From an optimization exercise on the open Yosys and OpenROAD flow, aimed at small area, a short achievable clock period and few clock cycles per item; shortcuts taken in it are not production practice. Only simulation tests tie the RTL to the original design; equivalence was not proved.

## zinc
## fbindct_8bit
module fbindct_8bit #(
  parameter IN_WIDTH = 8,
  parameter INT_BITS = 6,
  parameter FRAC_BITS = 6,
  parameter INTER_WIDTH = IN_WIDTH + INT_BITS + FRAC_BITS,
  parameter OUT_WIDTH = 20
)(
  input                                        clk,
  input                                        rst,
  input signed [8*IN_WIDTH-1:0]                x_in,
  input                                        ready_in,
  input                                        load,
  output                                       valid_out,
  output signed [8*OUT_WIDTH-1:0]              y_out
);
Size: roughly 1400 cells after synthesis, ~80 flip-flops, roughly 230 I/O pins.
export LEC_CHECK = 0
export ABC_AREA = 1
export CAP_MARGIN = 20
export CORE_MARGIN = 2
export CORE_UTILIZATION = 40
export CTS_BUF_LIST = sky130_fd_sc_hd__clkbuf_4 sky130_fd_sc_hd__clkbuf_8
export SLEW_MARGIN = 20
export SYNTH_HIERARCHICAL = 1
create_clock -name core_clock -period 10.0 [get_ports {clk}]
standard.sh (not shown) runs the stock make flow with config.mk's settings and CLKGATE_MAP_FILE= SYNTH_SCRIPT=/design/flow/synth_recipe.tcl, a recipe that flattens the netlist after the stock synthesis.
==> flow/flow/run.sh <==
#!/bin/bash
# The standard layout, with plain buf_1 cells as the port buffers instead of the
# delay buffers buffer_ports picks by default. Every port still gets its buffer.
set -euo pipefail
bash standard.sh "BUFFER_PORTS_ARGS=-buffer_cell sky130_fd_sc_hd__buf_1" finish > standard_flow.log 2>&1
Testbench counts of zinc, summed over its fixed seeds: cycles 4,096, rows 2,048.
[inputs] fjord vs zinc
Settings: CTS_BUF_LIST no longer set, was sky130_fd_sc_hd__clkbuf_4 sky130_fd_sc_hd__clkbuf_8; ABC_AREA no longer set, was 1.
Notes after the runs:
- Beginning of the critical path: u_n[4]$_DFFE_PP_ -> fjord, c3h[2]$_DFFE_PP_ -> zinc
- Count of clock-buffer cells in the layout delta for fjord relative to zinc: 1 lower
- [fjord] simple-gate area share of the yosys netlist fell 3.5 points relative to zinc
- Cell area after synthesis went down by a few percent going from zinc to fjord.

## lane 1
fbindct_8bit, a different RTL version from the one above (not shown whole).
For scale: about 1100 cells after synthesis, about 80 flip-flops, roughly 12000 µm² of cells after synthesis.
Design fbindct_8bit, start of the top module:
module fbindct_8bit #(
  parameter IN_WIDTH = 8,
  parameter INT_BITS = 6,
  parameter FRAC_BITS = 6,
  parameter INTER_WIDTH = IN_WIDTH + INT_BITS + FRAC_BITS,
  parameter OUT_WIDTH = 20
)(
  input                                        clk,
  input                                        rst,
  input signed [8*IN_WIDTH-1:0]                x_in,
  input                                        ready_in,
  input                                        load,
  output                                       valid_out,
  output signed [8*OUT_WIDTH-1:0]              y_out
);
  wire signed [7:0] x0 = x_in[ 7: 0];
  wire signed [7:0] x1 = x_in[15: 8];
  wire signed [7:0] x2 = x_in[23:16];
  wire signed [7:0] x3 = x_in[31:24];
  wire signed [7:0] x4 = x_in[39:32];
  wire signed [7:0] x5 = x_in[47:40];
  wire signed [7:0] x6 = x_in[55:48];
  wire signed [7:0] x7 = x_in[63:56];
  reg vld;
  always @(posedge clk) begin
  ...
export LEC_CHECK = 0
export ABC_AREA = 1
export CAP_MARGIN = 20
export CORE_MARGIN = 2
export CORE_UTILIZATION = 40
export SLEW_MARGIN = 20
export SYNTH_HIERARCHICAL = 1
create_clock -name core_clock -period 10.0 [get_ports {clk}]
Scripts as last shown in full above: flow/flow/run.sh
Testbench counts of lane 1, summed over its fixed seeds: cycles 4,096, rows 2,048.
### lane 1 -> lane 2
Settings: SETUP_SLACK_MARGIN now 4.0, previously not set; CTS_BUF_LIST now sky130_fd_sc_hd__clkbuf_4 sky130_fd_sc_hd__clkbuf_8, previously not set.
--- outcome ---
Comparing lane 1 and lane 2, the lower synthesis-to-finish area growth is on lane 1. Comparing lane 1 and lane 2, the higher final routed wirelength across all metal layers was measured on lane 2. Sort lane 1 and lane 2 by met2 demand-to-capacity share in global routing, ascending, and lane 1 comes first. When lane 2 is set beside lane 1, its number of buffers added for setup after CTS turns out to be 17 larger. On minimum period implied by the final worst setup slack: between lane 1 and lane 2, it ends up lower for lane 2. In lane 2, share of the clock period used by the worst path after layout is lower than in lane 1. Of lane 1 and lane 2, the run reporting the higher worst-skew pair later-pin latency was lane 2. On area of all placed cells without fillers, lane 1 beats lane 2. Compared with lane 1, lane 2 shows a higher worst hold slack.
Here is what was changed in the inputs of lane 3 compared with lane 2.
Settings: PLACE_DENSITY: unset -> 0.75; CORE_UTILIZATION: 40 -> 60.
==> run notes <==
- Diff lane 2 -> lane 3: final area now sits lower, setup slack after placement now sits higher, proportion of layout cells with a drive suffix above 1 now sits lower, least setup slack across all paths after layout now sits lower.
- As of lane 3, non-clock buffer total of the final layout had fallen slightly compared to lane 2.

fbindct_8bit again, from the RTL that the note above started with.
export LEC_CHECK = 0
export ABC_AREA = 1
export CAP_MARGIN = 20
export CORE_MARGIN = 2
export CORE_UTILIZATION = 40
export CTS_BUF_LIST = sky130_fd_sc_hd__clkbuf_4 sky130_fd_sc_hd__clkbuf_8
export SLEW_MARGIN = 20
export SYNTH_HIERARCHICAL = 1
create_clock -name core_clock -period 10.0 [get_ports {clk}]
Scripts as last shown in full above: flow/flow/run.sh
The first run completed without violations.
Testbench counts at the start, summed over its fixed seeds: cycles 4,096, rows 2,048.
Rerun with:
- SETUP_SLACK_MARGIN: unset -> 4.0
- TNS_END_PERCENT: unset -> 50
Effect:
- The new run ran to the end with no violations
- routed wire length goes up by 2.7%
- sequential cell count does not change
- fmax climbs by 5.1%
- final cell count came out higher by 2.2%
- via count came out higher by 2.2%
- hold slack barely changes
Rerun with:
- SETUP_SLACK_MARGIN: 4.0 -> 4.3
- TNS_END_PERCENT: 50 -> unset
=>
- wire length increases by 3.7%
- setup slack improves by 0.0057 ns
- area after synthesis does not change
- global-route usage increases by 0.43 points
- clock skew does not change
- via count increases by 3.1%
- die area does not change
- critical path depth increases by 1
Rerun with:
- SETUP_SLACK_MARGIN: 4.3 -> 4.6
Via count is about the same.
Final cell count climbs by 1.6%.
Core utilization climbs by 1.6 points.
Critical path depth climbs by 3.
Worst hold slack gets worse by 0.0035 ns.
Worst setup slack gets worse by 0.0055 ns.
First-iteration DRC count drops by 0.37%.
Count of clock-buffer cells in the layout drops by 1.
Global-route usage hardly moves.
Sequential share of layout area drops by 0.48 points.
Rerun with:
- SETUP_SLACK_MARGIN: 4.6 -> 4.0
- TNS_END_PERCENT: unset -> 20
Outcome: Design area shrinks by 11%; register-to-register slack is worse by 0.02 ns; critical path depth shrinks by 4; setup slack is worse by 0.014 ns; wire length shrinks by 4.8%; sequential share of layout area grows by 2.0 points.

## re-timing with driven ports
No port has a modelled driver above. Below, the same layouts with a new extraction and two added sets of constraints.
Step 1 (the two cells are an assumption about what drives the block):
set clk [get_ports {clk}]
set_driving_cell -lib_cell sky130_fd_sc_hd__clkbuf_16 $clk
set_driving_cell -lib_cell sky130_fd_sc_hd__buf_2 [delete_from_list [all_inputs] $clk]
Step 2 times the ports against the registers' clock, not the clock port: input delays grow and output delays shrink by t, the midpoint of the rising clock arrivals with the driver on.
Three values: no drivers, after step 1, after step 2; two values: the first two.
| run | t, ns | slack for setup (ns) | worst hold slack (ns) | worst setup path at the end | pins driven straight from the clock port |
|---|---|---|---|---|---|
| zinc | 0.411 | 3.899 / 3.857 / 3.798 | 0.540 / 0.540 / 0.540 | input to register | 1 |
| fjord | 0.391 | 3.672 / 3.626 / 3.421 | 0.495 / 0.495 / 0.495 | input to register | 1 |
| lane 1 | 0.390 | 3.813 / 3.768 / 3.652 | 0.504 / 0.504 / 0.504 | input to register | 1 |
| lane 2 | 0.405 | 4.101 / 4.063 / 3.771 | 0.509 / 0.509 / 0.509 | input to register | 1 |
| lane 3 | 0.399 | 4.053 / 4.020 / 3.742 | 0.499 / 0.499 / 0.499 | input to register | 1 |
| the first run of note 3 | 0.406 | 3.784 / 3.746 / 3.652 | 0.510 / 0.510 / 0.510 | input to register | 1 |
| the second run of note 3 | 0.402 | 4.085 / 4.047 / 3.716 | 0.509 / 0.509 / 0.509 | input to register | 1 |
| the third run of note 3 | 0.408 | 4.091 / 4.052 / 3.943 | 0.505 / 0.505 / 0.505 | input to register | 1 |
| the fourth run of note 3 | 0.408 | 4.085 / 4.046 / 3.977 | 0.501 / 0.501 / 0.501 | input to register | 1 |
| the fifth run of note 3 | 0.405 | 4.072 / 4.034 / 3.695 | 0.509 / 0.509 / 0.509 | input to register | 1 |
After both steps setup and hold are still met in every run listed. For the fifth run of note 3, which loses most, drivers alone change the setup slack by -0.038 ns; drivers and shift together by -0.377 ns.
